Background: an optimization exercise with open tools, aiming at small area, a short achievable clock period and few clock cycles per item. Do not read the settings as production practice.
Only simulation tests tie the RTL to the original design; equivalence was not proved.

==> v23 <==
==> flow/design.v <==
module WD(
    clk,
    rst_n,
    in_valid,
    keyboard,
    answer,
    weight,
    match_target,
    out_valid,
    result,
    out_value
);
input clk, rst_n, in_valid;
input [4:0] keyboard, answer;
input [3:0] weight;
input [2:0] match_target;
output out_valid;
output [4:0]  result;
output [10:0] out_value;
localparam LOAD = 2'd0;
localparam SEL  = 2'd1;
localparam EVAL = 2'd2;
localparam OUTP = 2'd3;
integer i, j, s;
reg [1:0] st;
reg [2:0] cnt;
reg [4:0] kv [0:7];
reg [2:0] kt [0:7];
reg [4:0] bc [0:4];
reg [3:0] w [0:4];
reg [2:0] ta, nt;
reg ok2;
reg [10:0] bv;
reg [9:0] bcode;
reg found;
reg [4:0] lvh;               
reg [2:0] cs [0:3];          
reg [7:0] used;
reg [7:0] pm;                
reg [4:0] da, dn, dx;        
reg [4:0] pa, px;            
reg [7:0] tselr;
reg tans, tfix, trest;
reg [4:0] cpr [0:4];
assign out_valid = (st == OUTP);
assign result    = (cnt == 3'd0) ? bc[0] : (cnt == 3'd1) ? bc[1] :
                   (cnt == 3'd2) ? bc[2] : (cnt == 3'd3) ? bc[3] : bc[4];
assign out_value = bv;
function [4:0] therm;
    input [2:0] v;
    begin
        therm[0] = (v > 3'd0);
        therm[1] = (v > 3'd1);
        therm[2] = (v > 3'd2);
        therm[3] = (v > 3'd3);
        therm[4] = (v > 3'd4);
    end
endfunction
function tle;
    input [4:0] x, y;
    begin
        tle = ~|(x & ~y);
    end
endfunction
function lt21;
    input [20:0] a, b;
    reg l, e;
    integer k;
    begin
        l = 1'b0;
        e = 1'b1;
        for (k = 20; k >= 0; k = k - 1) begin
            l = l | (e & ~a[k] & b[k]);
            e = e & ~(a[k] ^ b[k]);
        end
        lt21 = l;
    end
endfunction
function eq21;
    input [20:0] a, b;
    begin
        eq21 = ~|(a ^ b);
    end
endfunction
function lt20;
    input [19:0] a, b;
    reg l, e;
    integer k;
    begin
        l = 1'b0;
        e = 1'b1;
        for (k = 19; k >= 0; k = k - 1) begin
            l = l | (e & ~a[k] & b[k]);
            e = e & ~(a[k] ^ b[k]);
        end
        lt20 = l;
    end
endfunction
function [2:0] cnt7;
    input [6:0] x;
    reg s1, c1, s2, c2, s3, c3;
    begin
        s1 = x[0] ^ x[1] ^ x[2];
        c1 = (x[0] & x[1]) | (x[0] & x[2]) | (x[1] & x[2]);
        s2 = x[3] ^ x[4] ^ x[5];
        c2 = (x[3] & x[4]) | (x[3] & x[5]) | (x[4] & x[5]);
        s3 = s1 ^ s2 ^ x[6];
        c3 = (s1 & s2) | (s1 & x[6]) | (s2 & x[6]);
        cnt7[0] = s3;
        cnt7[1] = c1 ^ c2 ^ c3;
        cnt7[2] = (c1 & c2) | (c1 & c3) | (c2 & c3);
    end
endfunction
reg [7:0] gt;
reg [2:0] ktu [0:7];
reg [2:0] ktn [0:7];
reg [2:0] xtag;
reg [2:0] spn [0:4];
always @(*) begin
    for (i = 0; i < 8; i = i + 1) begin
        gt[i] = (cnt > i) && (kv[i] > keyboard);
        ktu[i] = ((cnt > i) && (cnt < 5) && (kv[i] == answer)) ? cnt : kt[i];
    end
    xtag = 3'd7;
    for (j = 0; j < 5; j = j + 1)
        if ((cnt > j) && (bc[j] == keyboard)) xtag = j;
    if ((cnt < 5) && (keyboard == answer)) xtag = cnt;
    for (i = 0; i < 8; i = i + 1) begin
        if (gt[i]) ktn[i] = ktu[i];
        else if (i == 0) ktn[i] = xtag;
        else if (gt[i - 1]) ktn[i] = xtag;
        else ktn[i] = ktu[i - 1];
    end
    for (j = 0; j < 5; j = j + 1) begin
        spn[j] = 3'd0;
        for (i = 0; i < 5; i = i + 1)
            if ((w[i] > w[j]) || ((w[i] == w[j]) && (i < j)))
                spn[j] = spn[j] + 3'd1;
    end
end
reg [7:0] isans;
reg [4:0] ko [0:7];          
reg [4:0] spo [0:4];         
always @(*) begin
    for (i = 0; i < 8; i = i + 1) begin
        isans[i] = (kt[i] != 3'd7);
        for (s = 0; s < 5; s = s + 1)
            ko[i][s] = (kt[i] == s);
    end
    for (j = 0; j < 5; j = j + 1)
        for (s = 0; s < 5; s = s + 1)
            spo[j][s] = (spn[j] == s);
end
reg [4:0] lvgt;              
reg [4:0] fu;
reg [3:0] px4;
reg [4:0] pat;
reg [3:0] typeok;
reg [7:0] fixh, later, feas, pref, tsel, above, restm;
reg paL, pxL, anyf, t_ans, t_fix, rest_nz;
reg [2:0] t;
always @(*) begin
    lvgt[0] = 1'b0;
    for (s = 1; s < 5; s = s + 1)
        lvgt[s] = lvgt[s - 1] | lvh[s - 1];
    for (s = 0; s < 5; s = s + 1) begin
        fu[s] = 1'b1;
        for (i = 0; i < 8; i = i + 1)
            if (used[i] && ko[i][s]) fu[s] = 1'b0;
    end
    px4 = fu[4:1] & lvgt[4:1];
    pat[0] = |px4;
    pat[1] = (px4[0] & (px4[1] | px4[2] | px4[3])) | (px4[1] & (px4[2] | px4[3])) | (px4[2] & px4[3]);
    pat[2] = (px4[0] & px4[1] & (px4[2] | px4[3])) | (px4[2] & px4[3] & (px4[0] | px4[1]));
    pat[3] = &px4;
    pat[4] = 1'b0;
    typeok[0] = ok2 && dx[0] && tle(da, pat) && tle(da, dn);
    typeok[1] = ok2 && da[0] && dn[0] && tle(da >> 1, pat) && tle(da, dn);
    typeok[2] = ok2 && dn[0] && pat[0] && tle(da, pat >> 1) && tle(da, dn >> 1);
    typeok[3] = ok2 && dn[0] && tle(da, pat) && tle(da, dn >> 1);
    paL = |(pa & lvh);
    pxL = |(px & lvh);
    for (i = 0; i < 8; i = i + 1) begin
        fixh[i] = |(ko[i] & lvh);
        later[i] = |(ko[i] & lvgt);
        feas[i] = !used[i] && pm[i] &&
                  (isans[i] ? (!paL && (fixh[i] ? typeok[1] : later[i] ? typeok[2] : typeok[3]))
                            : (!pxL && typeok[0]));
    end
    pref[0] = 1'b0;
    for (i = 1; i < 8; i = i + 1)
        pref[i] = pref[i - 1] | feas[i - 1];
    tsel = feas & ~pref;
    anyf = |feas;
    above[0] = 1'b0;
    for (i = 1; i < 8; i = i + 1)
        above[i] = above[i - 1] | tsel[i - 1];
    t[0] = tsel[1] | tsel[3] | tsel[5] | tsel[7];
    t[1] = tsel[2] | tsel[3] | tsel[6] | tsel[7];
    t[2] = tsel[4] | tsel[5] | tsel[6] | tsel[7];
    t_ans = |(tsel & isans);
    t_fix = |(tsel & fixh);
    restm = feas & above & (t_ans ? ~isans : isans);
    rest_nz = |restm;
end
reg [7:0] ua, ux, take;
reg [4:0] nda, ndx, tca, tcx, ma, mx;
reg [2:0] cab, cxb;
reg [5:0] ea, ex;
reg [3:0] rkh;
reg [4:0] slh [0:7];         
reg [4:0] cpos [0:4];
reg [7:0] below;
always @(*) begin
    ua = ~used & isans;
    ux = ~used & ~isans;
    nda = t_ans ? (dn >> 1) : dn;
    ndx = t_ans ? dx : (dx >> 1);
    for (i = 0; i < 8; i = i + 1) begin
        for (j = 0; j < 8; j = j + 1)
            below[j] = (j < i);
        cab = cnt7(ua[6:0] & below[6:0]);
        cxb = cnt7(ux[6:0] & below[6:0]);
        tca = therm(cab);
        tcx = therm(cxb);
        if (above[i] && t_ans) tca = tca >> 1;
        if (above[i] && !t_ans) tcx = tcx >> 1;
        take[i] = !tsel[i] && (isans[i] ? (ua[i] && |(nda & ~tca)) : (ux[i] && |(ndx & ~tcx)));
        ma = tca & nda;
        mx = tcx & ndx;
        ea = {ma, 1'b1} & ~{1'b0, ma};
        ex = {mx, 1'b1} & ~{1'b0, mx};
        rkh[0] = ea[0] & ex[0];
        rkh[1] = (ea[1] & ex[0]) | (ea[0] & ex[1]);
        rkh[2] = (ea[2] & ex[0]) | (ea[1] & ex[1]) | (ea[0] & ex[2]);
        rkh[3] = (ea[3] & ex[0]) | (ea[2] & ex[1]) | (ea[1] & ex[2]) | (ea[0] & ex[3]);
        slh[i] = 5'd0;
        if (tsel[i]) slh[i] = lvh;
        else if (used[i]) begin
            for (s = 0; s < 4; s = s + 1)
                if (!lvgt[s] && !lvh[s] && cs[s] == i) slh[i] = slh[i] | (5'd1 << s);
        end else if (take[i]) begin
            slh[i] = ({5{rkh[0]}} & {lvh[3:0], 1'b0}) |
                     ({5{rkh[1]}} & {lvh[2:0], 2'b0}) |
                     ({5{rkh[2]}} & {lvh[1:0], 3'b0}) |
                     ({5{rkh[3]}} & {lvh[0], 4'b0});
        end
    end
    for (j = 0; j < 5; j = j + 1) begin
        cpos[j] = 5'd0;
        for (i = 0; i < 8; i = i + 1)
            if (|(slh[i] & spo[j])) cpos[j] = cpos[j] | kv[i];
    end
end
reg [11:0] ssum;
reg [9:0] code;
reg better, prune, ltb;
reg [7:0] abover;
reg [2:0] trr;
always @(*) begin
    ssum = cpr[0] * w[0] + cpr[1] * w[1] + cpr[2] * w[2] + cpr[3] * w[3] + cpr[4] * w[4];
    code = {cpr[0], 4'd0} + {1'b0, cpr[1], 3'd0} + {2'b0, cpr[2], 2'd0} +
           {3'b0, cpr[3], 1'b0} + {4'b0, cpr[4]};
    ltb = lt21({ssum[10:0], code}, {bv, bcode});
    better = !ltb && (!eq21({ssum[10:0], code}, {bv, bcode}) ||
             lt20({cpr[0], cpr[1], cpr[2], cpr[3]}, {bc[0], bc[1], bc[2], bc[3]}));
    prune = found && !ssum[11] && ltb;
    abover[0] = 1'b0;
    for (i = 1; i < 8; i = i + 1)
        abover[i] = abover[i - 1] | tselr[i - 1];
    trr[0] = tselr[1] | tselr[3] | tselr[5] | tselr[7];
    trr[1] = tselr[2] | tselr[3] | tselr[6] | tselr[7];
    trr[2] = tselr[4] | tselr[5] | tselr[6] | tselr[7];
end
reg bt, desc, nxts, done;
reg [2:0] prevc;
reg [7:0] prevsel, prevabove;
reg prevfix, prevans;
always @(*) begin
    bt = 1'b0;
    desc = 1'b0;
    nxts = 1'b0;
    if (st == SEL) begin
        if (!anyf) bt = 1'b1;
        else if (!lvh[4] && !found) desc = 1'b1;
    end else if (st == EVAL) begin
        if (lvh[4]) begin
            bt = !ssum[11];
            nxts = ssum[11];
        end else if (!prune) desc = 1'b1;
        else begin
            bt = !trest;
            nxts = trest;
        end
    end
    done = bt && lvh[0];
    prevc = lvh[1] ? cs[0] : lvh[2] ? cs[1] : lvh[3] ? cs[2] : cs[3];
    for (i = 0; i < 8; i = i + 1)
        prevsel[i] = (prevc == i);
    prevabove[0] = 1'b0;
    for (i = 1; i < 8; i = i + 1)
        prevabove[i] = prevabove[i - 1] | prevsel[i - 1];
    prevans = |(prevsel & isans);
    prevfix = |(ko[prevc] & {1'b0, lvh[4:1]});
end
always @(posedge clk or negedge rst_n) begin
    if (!rst_n) begin
        st <= LOAD;
        cnt <= 3'd0;
    end else begin
        case (st)
            LOAD: begin
                if (in_valid) begin
                    cnt <= cnt + 3'd1;
                    if (cnt == 3'd7) st <= SEL;
                end
            end
            SEL: begin
                if (done) begin
                    st <= OUTP;
                    cnt <= 3'd0;
                end else if (anyf && !desc) st <= EVAL;
            end
            EVAL: begin
                if (done) begin
                    st <= OUTP;
                    cnt <= 3'd0;
                end else st <= SEL;
            end
            OUTP: begin
                cnt <= cnt + 3'd1;
                if (cnt == 3'd4) begin
                    st <= LOAD;
                    cnt <= 3'd0;
                end
            end
        endcase
    end
end
always @(posedge clk) begin
    if (st == LOAD) begin
        if (in_valid) begin
            for (i = 0; i < 8; i = i + 1) begin
                if (!gt[i]) begin
                    if (i == 0 || gt[i - 1]) kv[i] <= keyboard;
                    else kv[i] <= kv[i - 1];
                end
                if (cnt == 3'd7 && ktn[i] != 3'd7) kt[i] <= spn[ktn[i]];
                else kt[i] <= ktn[i];
            end
            if (cnt < 5) begin
                bc[cnt] <= answer;
                w[cnt] <= weight;
            end
            if (cnt == 3'd0) ta <= match_target;
            if (cnt == 3'd1) nt <= ta + match_target;
            if (cnt == 3'd7) begin
                for (j = 0; j < 5; j = j + 1)
                    bc[j] <= 5'd0;
                ok2 <= (nt >= 3'd2);
                lvh <= 5'b00001;
                used <= 8'd0;
                pm <= 8'hff;
                da <= therm(ta);
                dn <= therm(nt);
                dx <= therm(3'd5 - nt);
                pa[0] <= 1'b0;
                px[0] <= 1'b0;
                bv <= 11'd0;
                bcode <= 10'd0;
                found <= 1'b0;
            end
        end
    end else if (st == SEL || st == EVAL) begin
        if (st == SEL) begin
            for (j = 0; j < 5; j = j + 1)
                cpr[j] <= cpos[j];
            tselr <= tsel;
            tans <= t_ans;
            tfix <= t_fix;
            trest <= rest_nz;
        end
        if (bt) begin
            if (!lvh[0]) begin
                lvh <= lvh >> 1;
                used <= used & ~prevsel;
                pm <= prevabove;
                if (prevfix) da <= {da[3:0], 1'b1};
                if (prevans) dn <= {dn[3:0], 1'b1};
                else dx <= {dx[3:0], 1'b1};
            end
        end else if (desc) begin
            for (s = 0; s < 4; s = s + 1)
                if (lvh[s]) cs[s] <= (st == SEL) ? t : trr;
            used <= used | ((st == SEL) ? tsel : tselr);
            lvh <= lvh << 1;
            pm <= 8'hff;
            if ((st == SEL) ? t_fix : tfix) da <= da >> 1;
            if ((st == SEL) ? t_ans : tans) dn <= dn >> 1;
            else dx <= dx >> 1;
            pa <= pa & ~{lvh[3:0], 1'b0};
            px <= px & ~{lvh[3:0], 1'b0};
        end else if (nxts) begin
            pm <= abover;
            if (!lvh[4]) begin
                if (tans) pa <= pa | lvh;
                else px <= px | lvh;
            end
        end
        if (st == EVAL && lvh[4] && better) begin
            found <= 1'b1;
            bv <= ssum[10:0];
            bcode <= code;
            for (j = 0; j < 5; j = j + 1)
                bc[j] <= cpr[j];
        end
    end
end
endmodule
==> flow/run.sh <==
#!/bin/bash
# synth_recipe.tcl (not shown) runs the flow's synth.tcl, then flattens the netlist and writes it again
# the make line also repeats each setting of config.mk as NAME=value (left out here)
make -C /OpenROAD-flow-scripts/flow DESIGN_CONFIG=/design/flow/config.mk WORK_HOME=/design/flow/orfs CLKGATE_MAP_FILE= SYNTH_SCRIPT=/design/flow/synth_recipe.tcl finish
==> flow/config.mk <==
export PLATFORM = sky130hd
export DESIGN_NAME = WD
export DESIGN_NICKNAME = WD
export VERILOG_FILES = /design/flow/design.v
export SDC_FILE = /design/flow/constraint.sdc
export NUM_CORES = 4
export LEC_CHECK = 0
export CAP_MARGIN = 20
export CORE_MARGIN = 2
export CORE_UTILIZATION = 40
export PLACE_DENSITY = 0.6
export SLEW_MARGIN = 20
==> flow/constraint.sdc <==
create_clock -name core_clock -period 12.0 [get_ports {clk}]
set_input_delay 2.4000 -clock core_clock [delete_from_list [all_inputs] [get_ports {clk}]]
set_output_delay 2.4000 -clock core_clock [all_outputs]
set_load 0.01 [all_outputs]
==> inputs of v25, as changes to v23 <==
- SETUP_SLACK_MARGIN: default -> 5
==> run summary <==
item                                                 v25         v23
Reg-to-reg critical path startpoint            cpr[1][1]     w[1][3]
Wire length of the first global-routing pass  223,000 um  209,000 um
Global router's overall resource usage             36.2%       33.7%
Worst Tran Pin Value                             1220 ps     1310 ps
Final Core Density                                 50.2%       43.7%
Quantity of gates resized following cts              186           0
Hold Path Sink                                     px[3]       px[2]
Met2 global-route usage                            53.8%       50.7%
First DRT Iteration DRCs                           6,352       4,730
Via-per-instance ratio                              6.81        6.71
Max_slew headroom                                  17.8%       12.5%
R2R setup slack                                  3560 ps     1830 ps
Status                          timing/DRC/antenna clean  timing/DRC/antenna clean
Testbench counts of v23, summed over its fixed seeds: cycles 2,236, items 48.
Testbench counts of v25, summed over its fixed seeds: cycles 2,236, items 48.

[what the ideal ports hide]
In the flow no input, the clock included, has a driving cell. The finished layouts below were timed again as built, in two steps.
Step 1 sets driving cells, clkbuf_16 on the clock port and buf_2 on the other inputs (assumed; they add their load-dependent delay and slew).
Step 2 also shifts input and output timing later by t, the mid clock arrival at the registers, as if the neighbouring blocks saw the same clock.
a / b / c = no drivers / after step 1 / after step 2; a / b = the first two.
run | shift t [ns] | slack for setup (ns) | worst slew at a driven data input, ns
v23 | 0.633 | 1.829 / 1.829 / 1.829 | 0.03
v25 | 0.631 | 3.563 / 3.563 / 3.563 | 0.03
After both steps every run listed still meets setup and hold.
